Context: an optimization exercise on an open-source flow, tuned for small area, a short achievable clock period and few clock cycles. The choices shown serve that exercise and are no tape-out recipe.
The RTL of this run was laid out without a check of its function.
Power figures rest on the tool's default switching activity, not on a simulated workload.

==> design.v <==
`timescale 1ns / 1ps
module matrix_alu (
    input wire clk,
    input wire rst_n,
    input wire        start,
    input wire [2:0]  opcode,
    input wire [15:0] scalar_val,
    input wire [1:0]  slot_a_idx,
    input wire [1:0]  slot_b_idx,
    output reg        done,
    output reg        error,
    output reg [1:0]  mem_rd_slot,
    output reg [2:0]  mem_rd_row,
    output reg [2:0]  mem_rd_col,
    input  wire [15:0] mem_rd_data,
    input wire [2:0]  mem_current_m,
    input wire [2:0]  mem_current_n,
    output wire [1:0]  mem_wr_slot,
    output reg [2:0]  mem_wr_row,
    output reg [2:0]  mem_wr_col,
    output reg [15:0] mem_wr_data,
    output reg        mem_wr_we,
    output reg [2:0]  mem_res_m,
    output reg [2:0]  mem_res_n,
    output reg        mem_dim_we
);
    assign mem_wr_slot = 2'd2;
    wire is_add = (opcode == 3'd0);
    wire is_sub = (opcode == 3'd1);
    wire is_mul = (opcode == 3'd2);
    wire is_sca = (opcode == 3'd3);
    wire is_tra = (opcode == 3'd4);
    wire bad_op = opcode[2] & (opcode[1] | opcode[0]);
    wire two_ph = ~opcode[2] & ~(opcode[1] & opcode[0]);    
    wire mulsca = is_mul | is_sca;
    reg       s1;          
    reg       rd_act;      
    reg       c1;          
    reg       phb;         
    reg       phbm;        
    reg [2:0] i, j, k;
    reg [2:0] dma, dna;    
    reg        e_cmp, e_first, e_last, f_v;
    reg [15:0] rd_reg, a_reg, cs_s, cs_c;
    always @(*) begin
        mem_rd_row = phbm ? k : i;
        mem_rd_col = phbm ? j : k;
    end
    wire       go     = start & ~bad_op;
    wire       rd_now = s1 | rd_act;
    wire [2:0] ma_e   = s1 ? mem_current_m : dma;
    wire [2:0] na_e   = s1 ? mem_current_n : dna;
    wire [2:0] nb_e   = c1 ? mem_current_n : mem_res_n;
    wire mism = c1 & (((is_add | is_sub) & ((mem_current_m != dma) | (mem_current_n != dna))) |
                      (is_mul & (mem_current_m != dna)));
    wire i_max = (i == ma_e - 3'd1);
    wire k_max = (k == na_e - 3'd1);
    wire j_max = (j == nb_e - 3'd1);
    wire adv    = rd_now & (phb | ~two_ph) & ~mism;
    wire end_rd = adv & i_max & k_max & (~is_mul | j_max);
    wire nphb   = rd_now & two_ph & ~mism & ~phb;
    always @(posedge clk or negedge rst_n) begin
        if (!rst_n) begin
            s1 <= 1'b0; rd_act <= 1'b0; c1 <= 1'b0; phb <= 1'b0; phbm <= 1'b0;
            mem_rd_slot <= 2'd0;
            i <= 3'd0; j <= 3'd0; k <= 3'd0;
            dma <= 3'd0; dna <= 3'd0;
            e_cmp <= 1'b0; e_first <= 1'b0; e_last <= 1'b0; f_v <= 1'b0;
            mem_wr_we <= 1'b0; mem_wr_row <= 3'd0; mem_wr_col <= 3'd0;
            mem_res_m <= 3'd0; mem_res_n <= 3'd0; mem_dim_we <= 1'b0;
            done <= 1'b0; error <= 1'b0;
        end else begin
            s1 <= go;
            c1 <= s1 & two_ph;
            if (s1) begin
                dma <= mem_current_m;
                dna <= mem_current_n;
                mem_res_m <= is_tra ? mem_current_n : mem_current_m;
                mem_res_n <= is_tra ? mem_current_m : mem_current_n;
            end
            if (c1 & is_mul) mem_res_n <= mem_current_n;
            if (mism | end_rd) rd_act <= 1'b0;
            else if (rd_now) rd_act <= 1'b1;
            phb  <= nphb;
            phbm <= nphb & is_mul;
            mem_rd_slot <= nphb ? slot_b_idx : slot_a_idx;
            if (adv) begin
                if (is_tra) begin
                    if (i_max) begin
                        i <= 3'd0;
                        k <= k_max ? 3'd0 : k + 3'd1;
                    end else i <= i + 3'd1;
                end else if (k_max) begin
                    k <= 3'd0;
                    if (~is_mul | j_max) begin
                        j <= 3'd0;
                        i <= i_max ? 3'd0 : i + 3'd1;
                    end else j <= j + 3'd1;
                end else k <= k + 3'd1;
            end
            e_cmp   <= adv;
            e_first <= ~is_mul | (k == 3'd0);
            e_last  <= ~is_mul | k_max;
            f_v     <= e_cmp & e_last & mulsca;
            mem_wr_we <= (e_cmp & e_last & ~mulsca) | f_v;
            done <= 1'b0;
            if (mem_wr_we) begin
                if (mem_wr_col == mem_res_n - 3'd1) begin
                    mem_wr_col <= 3'd0;
                    if (mem_wr_row == mem_res_m - 3'd1) begin
                        mem_wr_row <= 3'd0;
                        done <= 1'b1;
                    end else mem_wr_row <= mem_wr_row + 3'd1;
                end else mem_wr_col <= mem_wr_col + 3'd1;
            end
            mem_dim_we <= (s1 & ~two_ph) | (c1 & two_ph & ~mism);
            if (start) error <= bad_op;
            else if (mism) error <= 1'b1;
        end
    end
    wire acc_en = ~e_first;
    wire t_w0 = a_reg[0] & rd_reg[0];
    wire t_w1 = a_reg[0] & rd_reg[1];
    wire t_w2 = a_reg[0] & rd_reg[2];
    wire t_w3 = a_reg[0] & rd_reg[3];
    wire t_w4 = a_reg[0] & rd_reg[4];
    wire t_w5 = a_reg[0] & rd_reg[5];
    wire t_w6 = a_reg[0] & rd_reg[6];
    wire t_w7 = a_reg[0] & rd_reg[7];
    wire t_w8 = a_reg[0] & rd_reg[8];
    wire t_w9 = a_reg[0] & rd_reg[9];
    wire t_w10 = a_reg[0] & rd_reg[10];
    wire t_w11 = a_reg[0] & rd_reg[11];
    wire t_w12 = a_reg[0] & rd_reg[12];
    wire t_w13 = a_reg[0] & rd_reg[13];
    wire t_w14 = a_reg[0] & rd_reg[14];
    wire t_w15 = a_reg[0] & rd_reg[15];
    wire t_w16 = a_reg[1] & rd_reg[0];
    wire t_w17 = a_reg[1] & rd_reg[1];
    wire t_w18 = a_reg[1] & rd_reg[2];
    wire t_w19 = a_reg[1] & rd_reg[3];
    wire t_w20 = a_reg[1] & rd_reg[4];
    wire t_w21 = a_reg[1] & rd_reg[5];
    wire t_w22 = a_reg[1] & rd_reg[6];
    wire t_w23 = a_reg[1] & rd_reg[7];
    wire t_w24 = a_reg[1] & rd_reg[8];
    wire t_w25 = a_reg[1] & rd_reg[9];
    wire t_w26 = a_reg[1] & rd_reg[10];
    wire t_w27 = a_reg[1] & rd_reg[11];
    wire t_w28 = a_reg[1] & rd_reg[12];
    wire t_w29 = a_reg[1] & rd_reg[13];
    wire t_w30 = a_reg[1] & rd_reg[14];
    wire t_w31 = a_reg[2] & rd_reg[0];
    wire t_w32 = a_reg[2] & rd_reg[1];
    wire t_w33 = a_reg[2] & rd_reg[2];
    wire t_w34 = a_reg[2] & rd_reg[3];
    wire t_w35 = a_reg[2] & rd_reg[4];
    wire t_w36 = a_reg[2] & rd_reg[5];
    wire t_w37 = a_reg[2] & rd_reg[6];
    wire t_w38 = a_reg[2] & rd_reg[7];
    wire t_w39 = a_reg[2] & rd_reg[8];
    wire t_w40 = a_reg[2] & rd_reg[9];
    wire t_w41 = a_reg[2] & rd_reg[10];
    wire t_w42 = a_reg[2] & rd_reg[11];
    wire t_w43 = a_reg[2] & rd_reg[12];
    wire t_w44 = a_reg[2] & rd_reg[13];
    wire t_w45 = a_reg[3] & rd_reg[0];
    wire t_w46 = a_reg[3] & rd_reg[1];
    wire t_w47 = a_reg[3] & rd_reg[2];
    wire t_w48 = a_reg[3] & rd_reg[3];
    wire t_w49 = a_reg[3] & rd_reg[4];
    wire t_w50 = a_reg[3] & rd_reg[5];
    wire t_w51 = a_reg[3] & rd_reg[6];
    wire t_w52 = a_reg[3] & rd_reg[7];
    wire t_w53 = a_reg[3] & rd_reg[8];
    wire t_w54 = a_reg[3] & rd_reg[9];
    wire t_w55 = a_reg[3] & rd_reg[10];
    wire t_w56 = a_reg[3] & rd_reg[11];
    wire t_w57 = a_reg[3] & rd_reg[12];
    wire t_w58 = a_reg[4] & rd_reg[0];
    wire t_w59 = a_reg[4] & rd_reg[1];
    wire t_w60 = a_reg[4] & rd_reg[2];
    wire t_w61 = a_reg[4] & rd_reg[3];
    wire t_w62 = a_reg[4] & rd_reg[4];
    wire t_w63 = a_reg[4] & rd_reg[5];
    wire t_w64 = a_reg[4] & rd_reg[6];
    wire t_w65 = a_reg[4] & rd_reg[7];
    wire t_w66 = a_reg[4] & rd_reg[8];
    wire t_w67 = a_reg[4] & rd_reg[9];
    wire t_w68 = a_reg[4] & rd_reg[10];
    wire t_w69 = a_reg[4] & rd_reg[11];
    wire t_w70 = a_reg[5] & rd_reg[0];
    wire t_w71 = a_reg[5] & rd_reg[1];
    wire t_w72 = a_reg[5] & rd_reg[2];
    wire t_w73 = a_reg[5] & rd_reg[3];
    wire t_w74 = a_reg[5] & rd_reg[4];
    wire t_w75 = a_reg[5] & rd_reg[5];
    wire t_w76 = a_reg[5] & rd_reg[6];
    wire t_w77 = a_reg[5] & rd_reg[7];
    wire t_w78 = a_reg[5] & rd_reg[8];
    wire t_w79 = a_reg[5] & rd_reg[9];
    wire t_w80 = a_reg[5] & rd_reg[10];
    wire t_w81 = a_reg[6] & rd_reg[0];
    wire t_w82 = a_reg[6] & rd_reg[1];
    wire t_w83 = a_reg[6] & rd_reg[2];
    wire t_w84 = a_reg[6] & rd_reg[3];
    wire t_w85 = a_reg[6] & rd_reg[4];
    wire t_w86 = a_reg[6] & rd_reg[5];
    wire t_w87 = a_reg[6] & rd_reg[6];
    wire t_w88 = a_reg[6] & rd_reg[7];
    wire t_w89 = a_reg[6] & rd_reg[8];
    wire t_w90 = a_reg[6] & rd_reg[9];
    wire t_w91 = a_reg[7] & rd_reg[0];
    wire t_w92 = a_reg[7] & rd_reg[1];
    wire t_w93 = a_reg[7] & rd_reg[2];
    wire t_w94 = a_reg[7] & rd_reg[3];
    wire t_w95 = a_reg[7] & rd_reg[4];
    wire t_w96 = a_reg[7] & rd_reg[5];
    wire t_w97 = a_reg[7] & rd_reg[6];
    wire t_w98 = a_reg[7] & rd_reg[7];
    wire t_w99 = a_reg[7] & rd_reg[8];
    wire t_w100 = a_reg[8] & rd_reg[0];
    wire t_w101 = a_reg[8] & rd_reg[1];
    wire t_w102 = a_reg[8] & rd_reg[2];
    wire t_w103 = a_reg[8] & rd_reg[3];
    wire t_w104 = a_reg[8] & rd_reg[4];
    wire t_w105 = a_reg[8] & rd_reg[5];
    wire t_w106 = a_reg[8] & rd_reg[6];
    wire t_w107 = a_reg[8] & rd_reg[7];
    wire t_w108 = a_reg[9] & rd_reg[0];
    wire t_w109 = a_reg[9] & rd_reg[1];
    wire t_w110 = a_reg[9] & rd_reg[2];
    wire t_w111 = a_reg[9] & rd_reg[3];
    wire t_w112 = a_reg[9] & rd_reg[4];
    wire t_w113 = a_reg[9] & rd_reg[5];
    wire t_w114 = a_reg[9] & rd_reg[6];
    wire t_w115 = a_reg[10] & rd_reg[0];
    wire t_w116 = a_reg[10] & rd_reg[1];
    wire t_w117 = a_reg[10] & rd_reg[2];
    wire t_w118 = a_reg[10] & rd_reg[3];
    wire t_w119 = a_reg[10] & rd_reg[4];
    wire t_w120 = a_reg[10] & rd_reg[5];
    wire t_w121 = a_reg[11] & rd_reg[0];
    wire t_w122 = a_reg[11] & rd_reg[1];
    wire t_w123 = a_reg[11] & rd_reg[2];
    wire t_w124 = a_reg[11] & rd_reg[3];
    wire t_w125 = a_reg[11] & rd_reg[4];
    wire t_w126 = a_reg[12] & rd_reg[0];
    wire t_w127 = a_reg[12] & rd_reg[1];
    wire t_w128 = a_reg[12] & rd_reg[2];
    wire t_w129 = a_reg[12] & rd_reg[3];
    wire t_w130 = a_reg[13] & rd_reg[0];
    wire t_w131 = a_reg[13] & rd_reg[1];
    wire t_w132 = a_reg[13] & rd_reg[2];
    wire t_w133 = a_reg[14] & rd_reg[0];
    wire t_w134 = a_reg[14] & rd_reg[1];
    wire t_w135 = a_reg[15] & rd_reg[0];
    wire t_w136 = acc_en & cs_s[0];
    wire t_w137 = acc_en & cs_c[0];
    wire t_w138 = acc_en & cs_s[1];
    wire t_w139 = acc_en & cs_c[1];
    wire t_w140 = acc_en & cs_s[2];
    wire t_w141 = acc_en & cs_c[2];
    wire t_w142 = acc_en & cs_s[3];
    wire t_w143 = acc_en & cs_c[3];
    wire t_w144 = acc_en & cs_s[4];
    wire t_w145 = acc_en & cs_c[4];
    wire t_w146 = acc_en & cs_s[5];
    wire t_w147 = acc_en & cs_c[5];
    wire t_w148 = acc_en & cs_s[6];
    wire t_w149 = acc_en & cs_c[6];
    wire t_w150 = acc_en & cs_s[7];
    wire t_w151 = acc_en & cs_c[7];
    wire t_w152 = acc_en & cs_s[8];
    wire t_w153 = acc_en & cs_c[8];
    wire t_w154 = acc_en & cs_s[9];
    wire t_w155 = acc_en & cs_c[9];
    wire t_w156 = acc_en & cs_s[10];
    wire t_w157 = acc_en & cs_c[10];
    wire t_w158 = acc_en & cs_s[11];
    wire t_w159 = acc_en & cs_c[11];
    wire t_w160 = acc_en & cs_s[12];
    wire t_w161 = acc_en & cs_c[12];
    wire t_w162 = acc_en & cs_s[13];
    wire t_w163 = acc_en & cs_c[13];
    wire t_w164 = acc_en & cs_s[14];
    wire t_w165 = acc_en & cs_c[14];
    wire t_w166 = acc_en & cs_s[15];
    wire t_w167 = acc_en & cs_c[15];
    wire t_w168 = t_w0 ^ t_w136;
    wire t_w169 = t_w0 & t_w136;
    wire t_w170 = t_w1 ^ t_w138 ^ t_w139;
    wire t_w171 = (t_w1 & t_w138) | (t_w1 & t_w139) | (t_w138 & t_w139);
    wire t_w172 = t_w16 ^ t_w169;
    wire t_w173 = t_w16 & t_w169;
    wire t_w174 = t_w140 ^ t_w141 ^ t_w17;
    wire t_w175 = (t_w140 & t_w141) | (t_w140 & t_w17) | (t_w141 & t_w17);
    wire t_w176 = t_w2 ^ t_w31 ^ t_w171;
    wire t_w177 = (t_w2 & t_w31) | (t_w2 & t_w171) | (t_w31 & t_w171);
    wire t_w178 = t_w173 ^ t_w174;
    wire t_w179 = t_w173 & t_w174;
    wire t_w180 = t_w142 ^ t_w143 ^ t_w18;
    wire t_w181 = (t_w142 & t_w143) | (t_w142 & t_w18) | (t_w143 & t_w18);
    wire t_w182 = t_w3 ^ t_w32 ^ t_w45;
    wire t_w183 = (t_w3 & t_w32) | (t_w3 & t_w45) | (t_w32 & t_w45);
    wire t_w184 = t_w175 ^ t_w180 ^ t_w182;
    wire t_w185 = (t_w175 & t_w180) | (t_w175 & t_w182) | (t_w180 & t_w182);
    wire t_w186 = t_w179 ^ t_w177;
    wire t_w187 = t_w179 & t_w177;
    wire t_w188 = t_w144 ^ t_w145 ^ t_w19;
    wire t_w189 = (t_w144 & t_w145) | (t_w144 & t_w19) | (t_w145 & t_w19);
    wire t_w190 = t_w33 ^ t_w4 ^ t_w46;
    wire t_w191 = (t_w33 & t_w4) | (t_w33 & t_w46) | (t_w4 & t_w46);
    wire t_w192 = t_w58 ^ t_w181 ^ t_w183;
    wire t_w193 = (t_w58 & t_w181) | (t_w58 & t_w183) | (t_w181 & t_w183);
    wire t_w194 = t_w188 ^ t_w190 ^ t_w185;
    wire t_w195 = (t_w188 & t_w190) | (t_w188 & t_w185) | (t_w190 & t_w185);
    wire t_w196 = t_w192 ^ t_w187;
    wire t_w197 = t_w192 & t_w187;
    wire t_w198 = t_w146 ^ t_w147 ^ t_w20;
    wire t_w199 = (t_w146 & t_w147) | (t_w146 & t_w20) | (t_w147 & t_w20);
    wire t_w200 = t_w34 ^ t_w47 ^ t_w5;
    wire t_w201 = (t_w34 & t_w47) | (t_w34 & t_w5) | (t_w47 & t_w5);
    wire t_w202 = t_w59 ^ t_w70 ^ t_w189;
    wire t_w203 = (t_w59 & t_w70) | (t_w59 & t_w189) | (t_w70 & t_w189);
    wire t_w204 = t_w191 ^ t_w198 ^ t_w200;
    wire t_w205 = (t_w191 & t_w198) | (t_w191 & t_w200) | (t_w198 & t_w200);
    wire t_w206 = t_w193 ^ t_w202 ^ t_w204;
    wire t_w207 = (t_w193 & t_w202) | (t_w193 & t_w204) | (t_w202 & t_w204);
    wire t_w208 = t_w195 ^ t_w197;
    wire t_w209 = t_w195 & t_w197;
    wire t_w210 = t_w148 ^ t_w149 ^ t_w21;
    wire t_w211 = (t_w148 & t_w149) | (t_w148 & t_w21) | (t_w149 & t_w21);
    wire t_w212 = t_w35 ^ t_w48 ^ t_w6;
    wire t_w213 = (t_w35 & t_w48) | (t_w35 & t_w6) | (t_w48 & t_w6);
    wire t_w214 = t_w60 ^ t_w71 ^ t_w81;
    wire t_w215 = (t_w60 & t_w71) | (t_w60 & t_w81) | (t_w71 & t_w81);
    wire t_w216 = t_w199 ^ t_w201 ^ t_w210;
    wire t_w217 = (t_w199 & t_w201) | (t_w199 & t_w210) | (t_w201 & t_w210);
    wire t_w218 = t_w212 ^ t_w214 ^ t_w203;
    wire t_w219 = (t_w212 & t_w214) | (t_w212 & t_w203) | (t_w214 & t_w203);
    wire t_w220 = t_w205 ^ t_w216 ^ t_w218;
    wire t_w221 = (t_w205 & t_w216) | (t_w205 & t_w218) | (t_w216 & t_w218);
    wire t_w222 = t_w207 ^ t_w209;
    wire t_w223 = t_w207 & t_w209;
    wire t_w224 = t_w150 ^ t_w151 ^ t_w22;
    wire t_w225 = (t_w150 & t_w151) | (t_w150 & t_w22) | (t_w151 & t_w22);
    wire t_w226 = t_w36 ^ t_w49 ^ t_w61;
    wire t_w227 = (t_w36 & t_w49) | (t_w36 & t_w61) | (t_w49 & t_w61);
    wire t_w228 = t_w7 ^ t_w72 ^ t_w82;
    wire t_w229 = (t_w7 & t_w72) | (t_w7 & t_w82) | (t_w72 & t_w82);
    wire t_w230 = t_w91 ^ t_w211 ^ t_w213;
    wire t_w231 = (t_w91 & t_w211) | (t_w91 & t_w213) | (t_w211 & t_w213);
    wire t_w232 = t_w215 ^ t_w224 ^ t_w226;
    wire t_w233 = (t_w215 & t_w224) | (t_w215 & t_w226) | (t_w224 & t_w226);
    wire t_w234 = t_w228 ^ t_w217 ^ t_w230;
    wire t_w235 = (t_w228 & t_w217) | (t_w228 & t_w230) | (t_w217 & t_w230);
    wire t_w236 = t_w232 ^ t_w219 ^ t_w234;
    wire t_w237 = (t_w232 & t_w219) | (t_w232 & t_w234) | (t_w219 & t_w234);
    wire t_w238 = t_w221 ^ t_w223;
    wire t_w239 = t_w221 & t_w223;
    wire t_w240 = t_w100 ^ t_w152 ^ t_w153;
    wire t_w241 = (t_w100 & t_w152) | (t_w100 & t_w153) | (t_w152 & t_w153);
    wire t_w242 = t_w23 ^ t_w37 ^ t_w50;
    wire t_w243 = (t_w23 & t_w37) | (t_w23 & t_w50) | (t_w37 & t_w50);
    wire t_w244 = t_w62 ^ t_w73 ^ t_w8;
    wire t_w245 = (t_w62 & t_w73) | (t_w62 & t_w8) | (t_w73 & t_w8);
    wire t_w246 = t_w83 ^ t_w92 ^ t_w225;
    wire t_w247 = (t_w83 & t_w92) | (t_w83 & t_w225) | (t_w92 & t_w225);
    wire t_w248 = t_w227 ^ t_w229 ^ t_w240;
    wire t_w249 = (t_w227 & t_w229) | (t_w227 & t_w240) | (t_w229 & t_w240);
    wire t_w250 = t_w242 ^ t_w244 ^ t_w231;
    wire t_w251 = (t_w242 & t_w244) | (t_w242 & t_w231) | (t_w244 & t_w231);
    wire t_w252 = t_w233 ^ t_w246 ^ t_w248;
    wire t_w253 = (t_w233 & t_w246) | (t_w233 & t_w248) | (t_w246 & t_w248);
    wire t_w254 = t_w235 ^ t_w250 ^ t_w252;
    wire t_w255 = (t_w235 & t_w250) | (t_w235 & t_w252) | (t_w250 & t_w252);
    wire t_w256 = t_w237 ^ t_w254;
    wire t_w257 = t_w237 & t_w254;
    wire t_w258 = t_w101 ^ t_w108 ^ t_w154;
    wire t_w259 = (t_w101 & t_w108) | (t_w101 & t_w154) | (t_w108 & t_w154);
    wire t_w260 = t_w155 ^ t_w24 ^ t_w38;
    wire t_w261 = (t_w155 & t_w24) | (t_w155 & t_w38) | (t_w24 & t_w38);
    wire t_w262 = t_w51 ^ t_w63 ^ t_w74;
    wire t_w263 = (t_w51 & t_w63) | (t_w51 & t_w74) | (t_w63 & t_w74);
    wire t_w264 = t_w84 ^ t_w9 ^ t_w93;
    wire t_w265 = (t_w84 & t_w9) | (t_w84 & t_w93) | (t_w9 & t_w93);
    wire t_w266 = t_w241 ^ t_w243 ^ t_w245;
    wire t_w267 = (t_w241 & t_w243) | (t_w241 & t_w245) | (t_w243 & t_w245);
    wire t_w268 = t_w258 ^ t_w260 ^ t_w262;
    wire t_w269 = (t_w258 & t_w260) | (t_w258 & t_w262) | (t_w260 & t_w262);
    wire t_w270 = t_w264 ^ t_w247 ^ t_w249;
    wire t_w271 = (t_w264 & t_w247) | (t_w264 & t_w249) | (t_w247 & t_w249);
    wire t_w272 = t_w266 ^ t_w268 ^ t_w251;
    wire t_w273 = (t_w266 & t_w268) | (t_w266 & t_w251) | (t_w268 & t_w251);
    wire t_w274 = t_w253 ^ t_w270 ^ t_w272;
    wire t_w275 = (t_w253 & t_w270) | (t_w253 & t_w272) | (t_w270 & t_w272);
    wire t_w276 = t_w255 ^ t_w274;
    wire t_w277 = t_w255 & t_w274;
    wire t_w278 = t_w10 ^ t_w102 ^ t_w109;
    wire t_w279 = (t_w10 & t_w102) | (t_w10 & t_w109) | (t_w102 & t_w109);
    wire t_w280 = t_w115 ^ t_w156 ^ t_w157;
    wire t_w281 = (t_w115 & t_w156) | (t_w115 & t_w157) | (t_w156 & t_w157);
    wire t_w282 = t_w25 ^ t_w39 ^ t_w52;
    wire t_w283 = (t_w25 & t_w39) | (t_w25 & t_w52) | (t_w39 & t_w52);
    wire t_w284 = t_w64 ^ t_w75 ^ t_w85;
    wire t_w285 = (t_w64 & t_w75) | (t_w64 & t_w85) | (t_w75 & t_w85);
    wire t_w286 = t_w94 ^ t_w259 ^ t_w261;
    wire t_w287 = (t_w94 & t_w259) | (t_w94 & t_w261) | (t_w259 & t_w261);
    wire t_w288 = t_w263 ^ t_w265 ^ t_w278;
    wire t_w289 = (t_w263 & t_w265) | (t_w263 & t_w278) | (t_w265 & t_w278);
    wire t_w290 = t_w280 ^ t_w282 ^ t_w284;
    wire t_w291 = (t_w280 & t_w282) | (t_w280 & t_w284) | (t_w282 & t_w284);
    wire t_w292 = t_w267 ^ t_w269 ^ t_w286;
    wire t_w293 = (t_w267 & t_w269) | (t_w267 & t_w286) | (t_w269 & t_w286);
    wire t_w294 = t_w288 ^ t_w290 ^ t_w271;
    wire t_w295 = (t_w288 & t_w290) | (t_w288 & t_w271) | (t_w290 & t_w271);
    wire t_w296 = t_w292 ^ t_w273 ^ t_w294;
    wire t_w297 = (t_w292 & t_w273) | (t_w292 & t_w294) | (t_w273 & t_w294);
    wire t_w298 = t_w275 ^ t_w296;
    wire t_w299 = t_w275 & t_w296;
    wire t_w300 = t_w103 ^ t_w11 ^ t_w110;
    wire t_w301 = (t_w103 & t_w11) | (t_w103 & t_w110) | (t_w11 & t_w110);
    wire t_w302 = t_w116 ^ t_w121 ^ t_w158;
    wire t_w303 = (t_w116 & t_w121) | (t_w116 & t_w158) | (t_w121 & t_w158);
    wire t_w304 = t_w159 ^ t_w26 ^ t_w40;
    wire t_w305 = (t_w159 & t_w26) | (t_w159 & t_w40) | (t_w26 & t_w40);
    wire t_w306 = t_w53 ^ t_w65 ^ t_w76;
    wire t_w307 = (t_w53 & t_w65) | (t_w53 & t_w76) | (t_w65 & t_w76);
    wire t_w308 = t_w86 ^ t_w95 ^ t_w279;
    wire t_w309 = (t_w86 & t_w95) | (t_w86 & t_w279) | (t_w95 & t_w279);
    wire t_w310 = t_w281 ^ t_w283 ^ t_w285;
    wire t_w311 = (t_w281 & t_w283) | (t_w281 & t_w285) | (t_w283 & t_w285);
    wire t_w312 = t_w300 ^ t_w302 ^ t_w304;
    wire t_w313 = (t_w300 & t_w302) | (t_w300 & t_w304) | (t_w302 & t_w304);
    wire t_w314 = t_w306 ^ t_w287 ^ t_w289;
    wire t_w315 = (t_w306 & t_w287) | (t_w306 & t_w289) | (t_w287 & t_w289);
    wire t_w316 = t_w291 ^ t_w308 ^ t_w310;
    wire t_w317 = (t_w291 & t_w308) | (t_w291 & t_w310) | (t_w308 & t_w310);
    wire t_w318 = t_w312 ^ t_w293 ^ t_w314;
    wire t_w319 = (t_w312 & t_w293) | (t_w312 & t_w314) | (t_w293 & t_w314);
    wire t_w320 = t_w316 ^ t_w295 ^ t_w318;
    wire t_w321 = (t_w316 & t_w295) | (t_w316 & t_w318) | (t_w295 & t_w318);
    wire t_w322 = t_w297 ^ t_w320;
    wire t_w323 = t_w297 & t_w320;
    wire t_w324 = t_w104 ^ t_w111 ^ t_w117;
    wire t_w325 = (t_w104 & t_w111) | (t_w104 & t_w117) | (t_w111 & t_w117);
    wire t_w326 = t_w12 ^ t_w122 ^ t_w126;
    wire t_w327 = (t_w12 & t_w122) | (t_w12 & t_w126) | (t_w122 & t_w126);
    wire t_w328 = t_w160 ^ t_w161 ^ t_w27;
    wire t_w329 = (t_w160 & t_w161) | (t_w160 & t_w27) | (t_w161 & t_w27);
    wire t_w330 = t_w41 ^ t_w54 ^ t_w66;
    wire t_w331 = (t_w41 & t_w54) | (t_w41 & t_w66) | (t_w54 & t_w66);
    wire t_w332 = t_w77 ^ t_w87 ^ t_w96;
    wire t_w333 = (t_w77 & t_w87) | (t_w77 & t_w96) | (t_w87 & t_w96);
    wire t_w334 = t_w301 ^ t_w303 ^ t_w305;
    wire t_w335 = (t_w301 & t_w303) | (t_w301 & t_w305) | (t_w303 & t_w305);
    wire t_w336 = t_w307 ^ t_w324 ^ t_w326;
    wire t_w337 = (t_w307 & t_w324) | (t_w307 & t_w326) | (t_w324 & t_w326);
    wire t_w338 = t_w328 ^ t_w330 ^ t_w332;
    wire t_w339 = (t_w328 & t_w330) | (t_w328 & t_w332) | (t_w330 & t_w332);
    wire t_w340 = t_w309 ^ t_w311 ^ t_w313;
    wire t_w341 = (t_w309 & t_w311) | (t_w309 & t_w313) | (t_w311 & t_w313);
    wire t_w342 = t_w334 ^ t_w336 ^ t_w338;
    wire t_w343 = (t_w334 & t_w336) | (t_w334 & t_w338) | (t_w336 & t_w338);
    wire t_w344 = t_w315 ^ t_w317 ^ t_w340;
    wire t_w345 = (t_w315 & t_w317) | (t_w315 & t_w340) | (t_w317 & t_w340);
    wire t_w346 = t_w342 ^ t_w319 ^ t_w344;
    wire t_w347 = (t_w342 & t_w319) | (t_w342 & t_w344) | (t_w319 & t_w344);
    wire t_w348 = t_w321 ^ t_w346;
    wire t_w349 = t_w321 & t_w346;
    wire t_w350 = t_w105 ^ t_w112 ^ t_w118;
    wire t_w351 = (t_w105 & t_w112) | (t_w105 & t_w118) | (t_w112 & t_w118);
    wire t_w352 = t_w123 ^ t_w127 ^ t_w13;
    wire t_w353 = (t_w123 & t_w127) | (t_w123 & t_w13) | (t_w127 & t_w13);
    wire t_w354 = t_w130 ^ t_w162 ^ t_w163;
    wire t_w355 = (t_w130 & t_w162) | (t_w130 & t_w163) | (t_w162 & t_w163);
    wire t_w356 = t_w28 ^ t_w42 ^ t_w55;
    wire t_w357 = (t_w28 & t_w42) | (t_w28 & t_w55) | (t_w42 & t_w55);
    wire t_w358 = t_w67 ^ t_w78 ^ t_w88;
    wire t_w359 = (t_w67 & t_w78) | (t_w67 & t_w88) | (t_w78 & t_w88);
    wire t_w360 = t_w97 ^ t_w325 ^ t_w327;
    wire t_w361 = (t_w97 & t_w325) | (t_w97 & t_w327) | (t_w325 & t_w327);
    wire t_w362 = t_w329 ^ t_w331 ^ t_w333;
    wire t_w363 = (t_w329 & t_w331) | (t_w329 & t_w333) | (t_w331 & t_w333);
    wire t_w364 = t_w350 ^ t_w352 ^ t_w354;
    wire t_w365 = (t_w350 & t_w352) | (t_w350 & t_w354) | (t_w352 & t_w354);
    wire t_w366 = t_w356 ^ t_w358 ^ t_w335;
    wire t_w367 = (t_w356 & t_w358) | (t_w356 & t_w335) | (t_w358 & t_w335);
    wire t_w368 = t_w337 ^ t_w339 ^ t_w360;
    wire t_w369 = (t_w337 & t_w339) | (t_w337 & t_w360) | (t_w339 & t_w360);
    wire t_w370 = t_w362 ^ t_w364 ^ t_w341;
    wire t_w371 = (t_w362 & t_w364) | (t_w362 & t_w341) | (t_w364 & t_w341);
    wire t_w372 = t_w366 ^ t_w343 ^ t_w368;
    wire t_w373 = (t_w366 & t_w343) | (t_w366 & t_w368) | (t_w343 & t_w368);
    wire t_w374 = t_w345 ^ t_w370 ^ t_w372;
    wire t_w375 = (t_w345 & t_w370) | (t_w345 & t_w372) | (t_w370 & t_w372);
    wire t_w376 = t_w347 ^ t_w374;
    wire t_w377 = t_w347 & t_w374;
    wire t_w378 = t_w106 ^ t_w113 ^ t_w119;
    wire t_w379 = (t_w106 & t_w113) | (t_w106 & t_w119) | (t_w113 & t_w119);
    wire t_w380 = t_w124 ^ t_w128 ^ t_w131;
    wire t_w381 = (t_w124 & t_w128) | (t_w124 & t_w131) | (t_w128 & t_w131);
    wire t_w382 = t_w133 ^ t_w14 ^ t_w164;
    wire t_w383 = (t_w133 & t_w14) | (t_w133 & t_w164) | (t_w14 & t_w164);
    wire t_w384 = t_w165 ^ t_w29 ^ t_w43;
    wire t_w385 = (t_w165 & t_w29) | (t_w165 & t_w43) | (t_w29 & t_w43);
    wire t_w386 = t_w56 ^ t_w68 ^ t_w79;
    wire t_w387 = (t_w56 & t_w68) | (t_w56 & t_w79) | (t_w68 & t_w79);
    wire t_w388 = t_w89 ^ t_w98 ^ t_w351;
    wire t_w389 = (t_w89 & t_w98) | (t_w89 & t_w351) | (t_w98 & t_w351);
    wire t_w390 = t_w353 ^ t_w355 ^ t_w357;
    wire t_w391 = (t_w353 & t_w355) | (t_w353 & t_w357) | (t_w355 & t_w357);
    wire t_w392 = t_w359 ^ t_w378 ^ t_w380;
    wire t_w393 = (t_w359 & t_w378) | (t_w359 & t_w380) | (t_w378 & t_w380);
    wire t_w394 = t_w382 ^ t_w384 ^ t_w386;
    wire t_w395 = (t_w382 & t_w384) | (t_w382 & t_w386) | (t_w384 & t_w386);
    wire t_w396 = t_w361 ^ t_w363 ^ t_w365;
    wire t_w397 = (t_w361 & t_w363) | (t_w361 & t_w365) | (t_w363 & t_w365);
    wire t_w398 = t_w388 ^ t_w390 ^ t_w392;
    wire t_w399 = (t_w388 & t_w390) | (t_w388 & t_w392) | (t_w390 & t_w392);
    wire t_w400 = t_w394 ^ t_w367 ^ t_w369;
    wire t_w401 = (t_w394 & t_w367) | (t_w394 & t_w369) | (t_w367 & t_w369);
    wire t_w402 = t_w396 ^ t_w398 ^ t_w371;
    wire t_w403 = (t_w396 & t_w398) | (t_w396 & t_w371) | (t_w398 & t_w371);
    wire t_w404 = t_w373 ^ t_w400 ^ t_w402;
    wire t_w405 = (t_w373 & t_w400) | (t_w373 & t_w402) | (t_w400 & t_w402);
    wire t_w406 = t_w375 ^ t_w377;
    wire t_w407 = t_w375 & t_w377;
    wire t_w408 = t_w107 ^ t_w114 ^ t_w120;
    wire t_w409 = t_w125 ^ t_w129 ^ t_w132;
    wire t_w410 = t_w134 ^ t_w135 ^ t_w15;
    wire t_w411 = t_w166 ^ t_w167 ^ t_w30;
    wire t_w412 = t_w44 ^ t_w57 ^ t_w69;
    wire t_w413 = t_w80 ^ t_w90 ^ t_w99;
    wire t_w414 = t_w379 ^ t_w381 ^ t_w383;
    wire t_w415 = t_w385 ^ t_w387 ^ t_w408;
    wire t_w416 = t_w409 ^ t_w410 ^ t_w411;
    wire t_w417 = t_w412 ^ t_w413 ^ t_w389;
    wire t_w418 = t_w391 ^ t_w393 ^ t_w395;
    wire t_w419 = t_w414 ^ t_w415 ^ t_w416;
    wire t_w420 = t_w397 ^ t_w417 ^ t_w399;
    wire t_w421 = t_w418 ^ t_w419 ^ t_w401;
    wire t_w422 = t_w420 ^ t_w403 ^ t_w421;
    wire t_w423 = t_w405 ^ t_w422 ^ t_w407;
    wire [15:0] cs_s_n = {t_w423, t_w404, t_w349, t_w323, t_w299, t_w277, t_w257, t_w239, t_w236, t_w220, t_w206, t_w196, t_w184, t_w178, t_w170, t_w137};
    wire [15:0] cs_c_n = {1'b0, t_w406, t_w376, t_w348, t_w322, t_w298, t_w276, t_w256, t_w238, t_w222, t_w208, t_w194, t_w186, t_w176, t_w172, t_w168};
    always @(posedge clk) begin
        rd_reg <= mem_rd_data;
        if (start | (rd_now & two_ph & ~phb))
            a_reg <= is_sca ? scalar_val : mem_rd_data;
        if (e_cmp & mulsca) begin
            cs_s <= cs_s_n;
            cs_c <= cs_c_n;
        end
        if (f_v)
            mem_wr_data <= cs_s + cs_c;
        else if (e_cmp) begin
            if (is_add)      mem_wr_data <= a_reg + rd_reg;
            else if (is_sub) mem_wr_data <= a_reg - rd_reg;
            else             mem_wr_data <= rd_reg;
        end
    end
endmodule
==> run.sh <==
#!/bin/bash
# synth_recipe.tcl (not shown) runs the flow's synth.tcl, then flattens the netlist and writes it again
# the make line also repeats each setting of config.mk as NAME=value (left out here)
make -C /OpenROAD-flow-scripts/flow DESIGN_CONFIG=/design/flow/config.mk WORK_HOME=/design/flow/orfs CLKGATE_MAP_FILE= SYNTH_SCRIPT=/design/flow/synth_recipe.tcl finish
==> config.mk <==
export PLATFORM = sky130hd
export DESIGN_NAME = matrix_alu
export DESIGN_NICKNAME = matrix_alu
export VERILOG_FILES = /design/flow/design.v
export SDC_FILE = /design/flow/constraint.sdc
export NUM_CORES = 4
export LEC_CHECK = 0
export CAP_MARGIN = 20
export CORE_MARGIN = 2
export CORE_UTILIZATION = 40
export SETUP_SLACK_MARGIN = 5
export SLEW_MARGIN = 20
==> constraint.sdc <==
create_clock -name core_clock -period 8.0 [get_ports {clk}]
set_input_delay 1.6000 -clock core_clock [delete_from_list [all_inputs] [get_ports {clk}]]
set_output_delay 1.6000 -clock core_clock [all_outputs]
set_load 0.01 [all_outputs]
==> notes.md <==
routing by layer:
layer | vias to the layer above | global-route usage [%] | part of all wire (%)
li1 | 3945 | - | -
met1 | 4213 | 28.5 | 42
met2 | 335 | 36.3 | 48
met3 | 76 | 3.40 | 5.9
met4 | 2 | 9.88 | 4.1
met5 | - | 0 | 0.042
Yosys cell counts (all sizes together), types with 12 or more instances:
master,count
nand3,12
clkbuf,30
xnor2,58
dfxtp,16
a211oi,12
nand2b,25
o21ai,55
fa,108
edfxtp,63
and2,56
dfrtp,42
mux2i,18
ha,71
mux2,26
xor2,20
nor2b,27
nor3,14
nor2,60
a21oi,41
nand2,100
inv,154
cell families (layout without fill, tap and decap cells):
| kind of cell | after synthesis | after routing | share of synthesized area (%) |
|---|---|---|---|
| XOR/XNOR | 78 | 78 | 6.24 |
| AND/OR/NAND/NOR | 326 | 327 | 14.9 |
| AO/OA/AOI/OAI | 170 | 170 | 9.76 |
| flip-flops | 121 | 121 | 29.8 |
| multiplexers | 44 | 44 | 4.44 |
| other | 2 | 2 | 0.0686 |
| buffers and inverters | 197 | 350 | 6.92 |
| adder cells (fa/ha/maj) | 179 | 179 | 27.9 |
per-stage QoR:
step                instances  utilization (%)  hold WS (ns)
floorplan                1117                -         0.484
global placement         1511             45.6         0.502
detailed placement       1511             45.6         0.502
CTS                      1600             51.4         0.511
global route             1612             52.8         0.559
finish                   1612             52.8         0.522
worst reg2reg max path: cells and delay by family (launching register included):
kind / cells / cell delay, ns
DFF: 1 / 0.46
adders and majority gates: 7 / 2.74
and+or+nand+nor: 1 / 0.20
xor gates and xnor gates: 5 / 0.68
buffers and inverters: 4 / 0.19
timing repair:
item                       in CTS  in global routing
pin swaps                      54                 49
setup buffers                  54                 12
setup endpoints to repair     124                 64
gates resized for setup       199                 76
cloned                          3                  0
layout make-up:
class / count / area [um^2]
multi-input combinational: 800 / 7690
clock inverter: 14 / 148
timing repair buffer: 160 / 1570
fill: 2428 / 12700
inverter: 158 / 613
clock buffer: 18 / 450
sequential: 121 / 3300
tap: 341 / 427
cells in the final DEF (no fill, tap or decap), drive strengths merged, types with 14 or more instances in the layout:
master and count:
xor2 20, inv 165, mux2 26, xnor2 58, nor3 14, clkbuf 20, dfrtp 42, nand2b 25
buf 82, dfxtp 16, mux2i 18, nor2 60, edfxtp 63, fa 108, and2 56, ha 71
o21ai 55, a21oi 41, clkdlybuf4s50 63, nand2 100, nor2b 27
where the power goes:
part           internal [mW]  leakage [nW]  switching, mW
Sequential             0.877          1.26          0.124
Clock                  0.460         0.298          0.337
Combinational           1.03          4.39           1.08
how the worst max path moves through the flow:
stage               startpoint  endpoint  slack, ns  depth (start not counted)
finish                a_reg[3]  cs_s[15]       3.48                         17
global route          a_reg[2]  cs_s[15]       3.34                         18
CTS                   a_reg[3]  cs_s[15]       3.46                         17
detailed placement    a_reg[2]  cs_s[15]       3.19                         17
global placement      a_reg[2]  cs_s[15]       3.23                         17
floorplan             a_reg[4]  cs_s[15]       3.57                         18
==> notes.md <==
- Hold path endpoint: f_v
- Setup violators final: 0
- Final Cycle Share: 56.5%
- Setup_tns: 0 ns
- Antenna Nets Post-Route: 0
- WHS Path Cells: 1
- Cell row count: 60
- Detailed placement HPWL: 21200 um
- Placed cell area: 0.0123 mm^2
- Vias per cell: 5.32
- First-pass GRT wire length: 47700 um
- Share of cells above drive strength 1: 26.8%
- Async SR Flop Fraction: 34.7%
- HP Class: flop to flop
- Initial antenna violation count: 1
- First-pass detailed-route iteration total: 5
- Clk latency of the worst-skew pair: 0.43 ns
- Critical Path RT: 8.18 ns
- FF+latch count, synth: 121
- Die H: 169 um
- Max Clock Freq: 221 MHz
- HP Start: e_last
- Overall Power: 3.92 mW
- H-Tree Depth: 4
- Slew @ Worst Pin: 0.971 ns
- Pwr Density: 276 mW/mm^2
- Seq/Total Area, Yosys: 29.8%
- Arrival @ worst endpoint: 4.70 ns
- Number of remaining DRC errors: 0
- Area Growth Syn to Fin: 29.7%
- Final worst setup slack: 3.48 ns
- Fin nets: 1485
- Synth top area share: 19.8%
- VDD IR-drop max: 200 uV
- Max-cap viol count: 0
- R2R depth: 17
- Syn Nets: 1344
- Final hold viol count: 0
- Unrepaired setup endpoints after global routing: yes
- Initial Util: 40.7%
- Crit path buffers/inverters: 4
- Clock Skew: 0.0133 ns
- Worst r2r src: a_reg[3]
- Leakage: 5.94 nW
- Initial drt markers: 627
- GP Congestion: 0.900
- Delay-heaviest family, CP: adder cells
- Design Area, Final: 0.0142 mm^2
- Max Slew Vio Count: 0
- Num CTS Buffers: 17
- Mean area per synthesized cell: 9.80 um^2
- Vias: 8571
- Critical path cell sequence: and2_4, fa_1, inv_2, fa_2, inv_2, fa_2, fa_1, inv_1, fa_1, inv_2, ha_4, ha_4, xnor2_4, xnor2_2, xnor2_1, xnor2_1, xnor2_1
- Slowest-stage cell, CP: fa_2
- Mapped cell area: 0.0109 mm^2
- R2r setup slk: 3.48 ns
- Wire length per cell: 19.1 um
- Vias in the first global route: 8754
- Post-synth EDFFs: 63
- Largest net degree at the start of global routing: 43
- DIE WIDTH: 169 um
- Largest fanout on the critical path: 3
- Crit Path Class: flop to flop
- Routed WL: 30800 um
- Number of port buffers: 87
- Mapped Cells: 1117
- Grt ovf: 0
- Worst setup SP type: flop
- Clock Path Buffers: 2
- Clock Sinks: 121
- I/O pins: 90
- Dominant cell type by area after synthesis: fa_1
- Max-slew headroom: 35.3%
- Count of cell types in the netlist: 67
- Reg clk slew, reported paths: 0.07 ns
- Crit path capture type: flop
- Worst flop-to-flop path endpoint: cs_s[15]
- CTS tree: built
- Synth Warn #: 1
- Cts hold-fix bufs: 0
- Synth Flop Type: edfxtp_1
- Die ar.: 0.0287 mm^2
- Top post-synthesis cells by area: fa_1 (20%), edfxtp_1 (17%), dfrtp_1 (9.6%)
- Area of the core: 0.0269 mm^2
- CP peak stage delay: 0.57 ns
- Post-Place Worst Slack: 3.19 ns
- Post-route minimum period: 4.52 ns
- Outcome: finished clean
- Total track usage: 21.9%
- Number of diodes: 0
- Root buffer cell: clkbuf_16

## afterwards: timing with drivers on the ports
No port has a modelled driver above. Below, the same layout with a new extraction and two added sets of constraints. Step 1 sets driving cells, clkbuf_16 on the clock port and buf_2 on the other inputs (assumed; they add their load-dependent delay and slew). Step 2, shift: input delay + t, output delay - t, t = (earliest + latest rising clock arrival at the registers) / 2. This alone moves slack from input paths to output paths. Slacks: ideal / step 1 / step 2; pairs: ideal / step 1.
t, ns: 0.470
setup WS [ns]: 3.483 / 3.483 / 3.483
hold slack, ns: 0.522 / 0.522 / 0.522
After both steps this run still meets setup and hold. The setup slack of this run moves by 0.000 ns with the drivers and by 0.000 ns with both steps.
